What follows belongs to an exercise in optimizing a design on an open flow for small area; a production flow would make more cautious choices. At most, simulation tests tie the RTL to the original design; equivalence was not proved. No activity file was given, so power comes from the tool's default toggle rates.

## tracking_channel
module tracking_channel (
  input  logic        clk,
  input  logic        rstn,
  input  logic        if_sign,
  input  logic        if_mag,
  input  logic        pre_tic_enable,
  input  logic        tic_enable,
  input  logic [28:0] carr_nco_fc,
  input  logic [27:0] code_nco_fc,
  input  logic [9:0]  prn_key,
  input  logic        prn_key_enable,
  input  logic [10:0] code_slew,
  input  logic        slew_enable,
  input  logic        epoch_enable,
  input  logic [10:0] epoch_load,
  output logic        dump,
  output logic signed [15:0] i_early,
  output logic signed [15:0] q_early,
  output logic signed [15:0] i_prompt,
  output logic signed [15:0] q_prompt,
  output logic signed [15:0] i_late,
  output logic signed [15:0] q_late,
  output logic [31:0] carrier_val,
  output logic [20:0] code_val,
  output logic [10:0] epoch,
  output logic [10:0] epoch_check,
  output logic        test_point_01,
  output logic        test_point_02,
  output logic        test_point_03
);
Size: roughly 1,400 cells after synthesis.
clock: 10.0 ns
lec_check: 0
cap_margin: 20
core_margin: 2
core_utilization: 40
slew_margin: 20
synth_hierarchical: 1
standard.sh (not shown) runs the stock make flow with config.mk's settings and CLKGATE_MAP_FILE= SYNTH_SCRIPT=/design/flow/synth_recipe.tcl, a recipe that flattens the netlist after the stock synthesis.
==> flow/flow/run.sh <==
#!/bin/bash
# Layout flow: the standard ORFS flow (standard.sh, unchanged synthesis),
# with two settings changed:
#  - every input and output port still gets its own buffer, but a small
#    buf_1 instead of the default delay buffer (repair may resize it);
#  - clock tree: no dummy loads, smaller clock buffers.
# Each tool's full output is kept in orfs/logs; make's output in standard.log.
set -euo pipefail
export BUFFER_PORTS_ARGS="-buffer_cell sky130_fd_sc_hd__buf_1"
export CTS_ARGS="-sink_clustering_enable -repair_clock_nets -dont_use_dummy_load -buf_list sky130_fd_sc_hd__clkbuf_8 -sink_clustering_size 20 -sink_clustering_max_diameter 80"
bash standard.sh > standard.log 2>&1
==> next run, changes <==
--- a/flow/flow/run.sh
+++ b/flow/flow/run.sh
@@ -9,3 +9,3 @@
 export BUFFER_PORTS_ARGS="-buffer_cell sky130_fd_sc_hd__buf_1"
-export CTS_ARGS="-sink_clustering_enable -repair_clock_nets -dont_use_dummy_load -buf_list sky130_fd_sc_hd__clkbuf_8 -sink_clustering_size 20 -sink_clustering_max_diameter 80"
+export CTS_ARGS="-sink_clustering_enable -repair_clock_nets -dont_use_dummy_load -buf_list sky130_fd_sc_hd__clkbuf_16 -sink_clustering_size 40 -sink_clustering_max_diameter 80"
 bash standard.sh > standard.log 2>&1
Final cell count stays the same.
Clock power goes up by 32%.
Synthesized cell count does not change.
Total power goes up by 4.6%.
Design area goes up by 2.4%.
Wire length goes up by 0.36%.
Utilization goes up by 1.1 points.
No run of this note included a check of the RTL's function; only the layout flow was run.

---

run 1:
tracking_channel, a different RTL version from the one above (not shown whole).
Size in the first run: roughly 1300 cells after synthesis, ~430 flip-flops, ~270 I/O pins.
Design tracking_channel, start of the top module:
module tracking_channel (
  input  logic        clk,
  input  logic        rstn,
  input  logic        if_sign,
  input  logic        if_mag,
  input  logic        pre_tic_enable,
  input  logic        tic_enable,
  input  logic [28:0] carr_nco_fc,
  input  logic [27:0] code_nco_fc,
  input  logic [9:0]  prn_key,
  input  logic        prn_key_enable,
  input  logic [10:0] code_slew,
  input  logic        slew_enable,
  input  logic        epoch_enable,
  input  logic [10:0] epoch_load,
  output logic        dump,
  output logic signed [15:0] i_early,
  output logic signed [15:0] q_early,
  output logic signed [15:0] i_prompt,
  output logic signed [15:0] q_prompt,
  output logic signed [15:0] i_late,
  output logic signed [15:0] q_late,
  output logic [31:0] carrier_val,
  output logic [20:0] code_val,
  output logic [10:0] epoch,
  output logic [10:0] epoch_check,
  output logic        test_point_01,
  output logic        test_point_02,
  output logic        test_point_03
);
export LEC_CHECK = 0
export CAP_MARGIN = 0
export CORE_MARGIN = 2
export CORE_UTILIZATION = 55
export SLEW_MARGIN = 0
export SYNTH_HIERARCHICAL = 1
create_clock -name core_clock -period 10.0 [get_ports {clk}]
==> flow/flow/run.sh <==
#!/bin/bash
# Layout flow: the standard ORFS flow (standard.sh, unchanged synthesis),
# with two settings changed:
#  - every input and output port still gets its own buffer, but a small
#    buf_1 instead of the default delay buffer (repair may resize it);
#  - clock tree: no dummy loads, smaller clock buffers.
# Each tool's full output is kept in orfs/logs; make's output in standard.log.
set -euo pipefail
export BUFFER_PORTS_ARGS="-buffer_cell sky130_fd_sc_hd__buf_1"
export CTS_ARGS="-sink_clustering_enable -repair_clock_nets -dont_use_dummy_load -buf_list sky130_fd_sc_hd__clkbuf_8 -sink_clustering_size 16 -sink_clustering_max_diameter 60"
bash standard.sh > standard.log 2>&1
Run 1 finished end to end and its layout was clean on timing, DRC and antenna.
[inputs] run 2 vs run 1
diff --git a/flow/flow/run.sh b/flow/flow/run.sh
--- a/flow/flow/run.sh
+++ b/flow/flow/run.sh
@@ -9,3 +9,3 @@
 export BUFFER_PORTS_ARGS="-buffer_cell sky130_fd_sc_hd__buf_1"
-export CTS_ARGS="-sink_clustering_enable -repair_clock_nets -dont_use_dummy_load -buf_list sky130_fd_sc_hd__clkbuf_8 -sink_clustering_size 16 -sink_clustering_max_diameter 60"
+export CTS_ARGS="-sink_clustering_enable -repair_clock_nets -dont_use_dummy_load -buf_list sky130_fd_sc_hd__clkbuf_8 -sink_clustering_size 18 -sink_clustering_max_diameter 55"
 bash standard.sh > standard.log 2>&1
--- outcome ---
- Compared with run 1, in run 2 design area neither gained nor lost much, cell-internal power neither gained nor lost much, smallest setup slack after layout lost 12 ps.
- Between run 2 and run 1, the power does not differ in any meaningful way.
- met2 wirelength from detailed routing in run 2 is about 0.7% above run 1.
- Taking run 1 as the reference, in run 2 endpoint arrival time on the critical path now larger, share of power burned in the clock network comparable.
Edits applied to the flow inputs when going from run 2 to run 3:
- CORE_UTILIZATION changed from 55 to 70
diff --git a/flow/flow/run.sh b/flow/flow/run.sh
--- a/flow/flow/run.sh
+++ b/flow/flow/run.sh
@@ -9,3 +9,3 @@
 export BUFFER_PORTS_ARGS="-buffer_cell sky130_fd_sc_hd__buf_1"
-export CTS_ARGS="-sink_clustering_enable -repair_clock_nets -dont_use_dummy_load -buf_list sky130_fd_sc_hd__clkbuf_8 -sink_clustering_size 18 -sink_clustering_max_diameter 55"
+export CTS_ARGS="-sink_clustering_enable -repair_clock_nets -dont_use_dummy_load -buf_list sky130_fd_sc_hd__clkbuf_8 -sink_clustering_size 16 -sink_clustering_max_diameter 60"
 bash standard.sh > standard.log 2>&1
--- outcome ---
Layout overhead on the synthesized area for run 3 is lower than for run 2.
Min number of non-filler instances in the completed layout across run 2 and run 3: run 3
Run 2 -> run 3: total met2 wirelength after detailed routing increased by a little under 10%
diff inputs: run 3 => run 4
diff --git a/flow/flow/run.sh b/flow/flow/run.sh
--- a/flow/flow/run.sh
+++ b/flow/flow/run.sh
@@ -9,3 +9,3 @@
 export BUFFER_PORTS_ARGS="-buffer_cell sky130_fd_sc_hd__buf_1"
-export CTS_ARGS="-sink_clustering_enable -repair_clock_nets -dont_use_dummy_load -buf_list sky130_fd_sc_hd__clkbuf_8 -sink_clustering_size 16 -sink_clustering_max_diameter 60"
+export CTS_ARGS="-sink_clustering_enable -repair_clock_nets -dont_use_dummy_load -buf_list sky130_fd_sc_hd__clkbuf_8 -sink_clustering_size 20 -sink_clustering_max_diameter 60"
 bash standard.sh > standard.log 2>&1
==> results.txt <==
Going from run 3 to run 4, net switching power fell about 1%; required time reported for the critical path endpoint went up; routed wire length decreased about 1.2%; post-route non-filler standard cell count flat; core utilization went down by 0.28 points. Compared with run 3, run 4 shows final area lower by about 0.36%. Layout-stage area growth over the synthesis result: run 3 and run 4 compared, higher one is run 3. Run 3 -> run 4: leakage power figure decreased slightly. [run 4] first-iteration DRC count rose 96 relative to run 3. Looking at run 3 and run 4, the achievable clock frequency is a wash.

what the ideal ports hide:
The results above use ideal ports. As a check the final layouts listed here were re-extracted and re-timed, cells and wires unchanged. Step 1 (the two cells are an assumption about what drives the block):
set clk [get_ports {clk}]
set_driving_cell -lib_cell sky130_fd_sc_hd__clkbuf_16 $clk
set_driving_cell -lib_cell sky130_fd_sc_hd__buf_2 [delete_from_list [all_inputs] $clk]
Step 2 moves the port delays by t, midway between the first and last clock arrival at a register: inputs arrive t later, outputs are due t later. That takes back most of the time a late clock gives input paths. a / b / c = no drivers / after step 1 / after step 2; a / b = the first two.
run	t (ns)	setup WS [ns]	hold WS [ns]	latest minus earliest clock arrival (ns)
the first run of note 1	0.665	0.280 / 0.314 / -0.352	0.376 / 0.376 / 0.376	0.059 / 0.059
the second run of note 1	0.617	0.233 / 0.264 / -0.353	0.370 / 0.370 / 0.370	0.075 / 0.074
run 1	0.574	1.117 / 1.117 / 1.117	0.371 / 0.371 / 0.371	0.052 / 0.052
run 2	0.589	1.106 / 1.106 / 1.106	0.367 / 0.367 / 0.367	0.045 / 0.046
run 3	0.548	1.035 / 1.035 / 1.035	0.393 / 0.393 / 0.393	0.095 / 0.095
run 4	0.617	1.048 / 1.048 / 1.048	0.358 / 0.358 / 0.358	0.064 / 0.064
With both steps, setup timing fails in the first run of note 1 and the second run of note 1, where it was met with ideal ports. The setup slack of the first run of note 1, which loses most, moves by +0.034 ns with the drivers and by -0.632 ns with both steps.
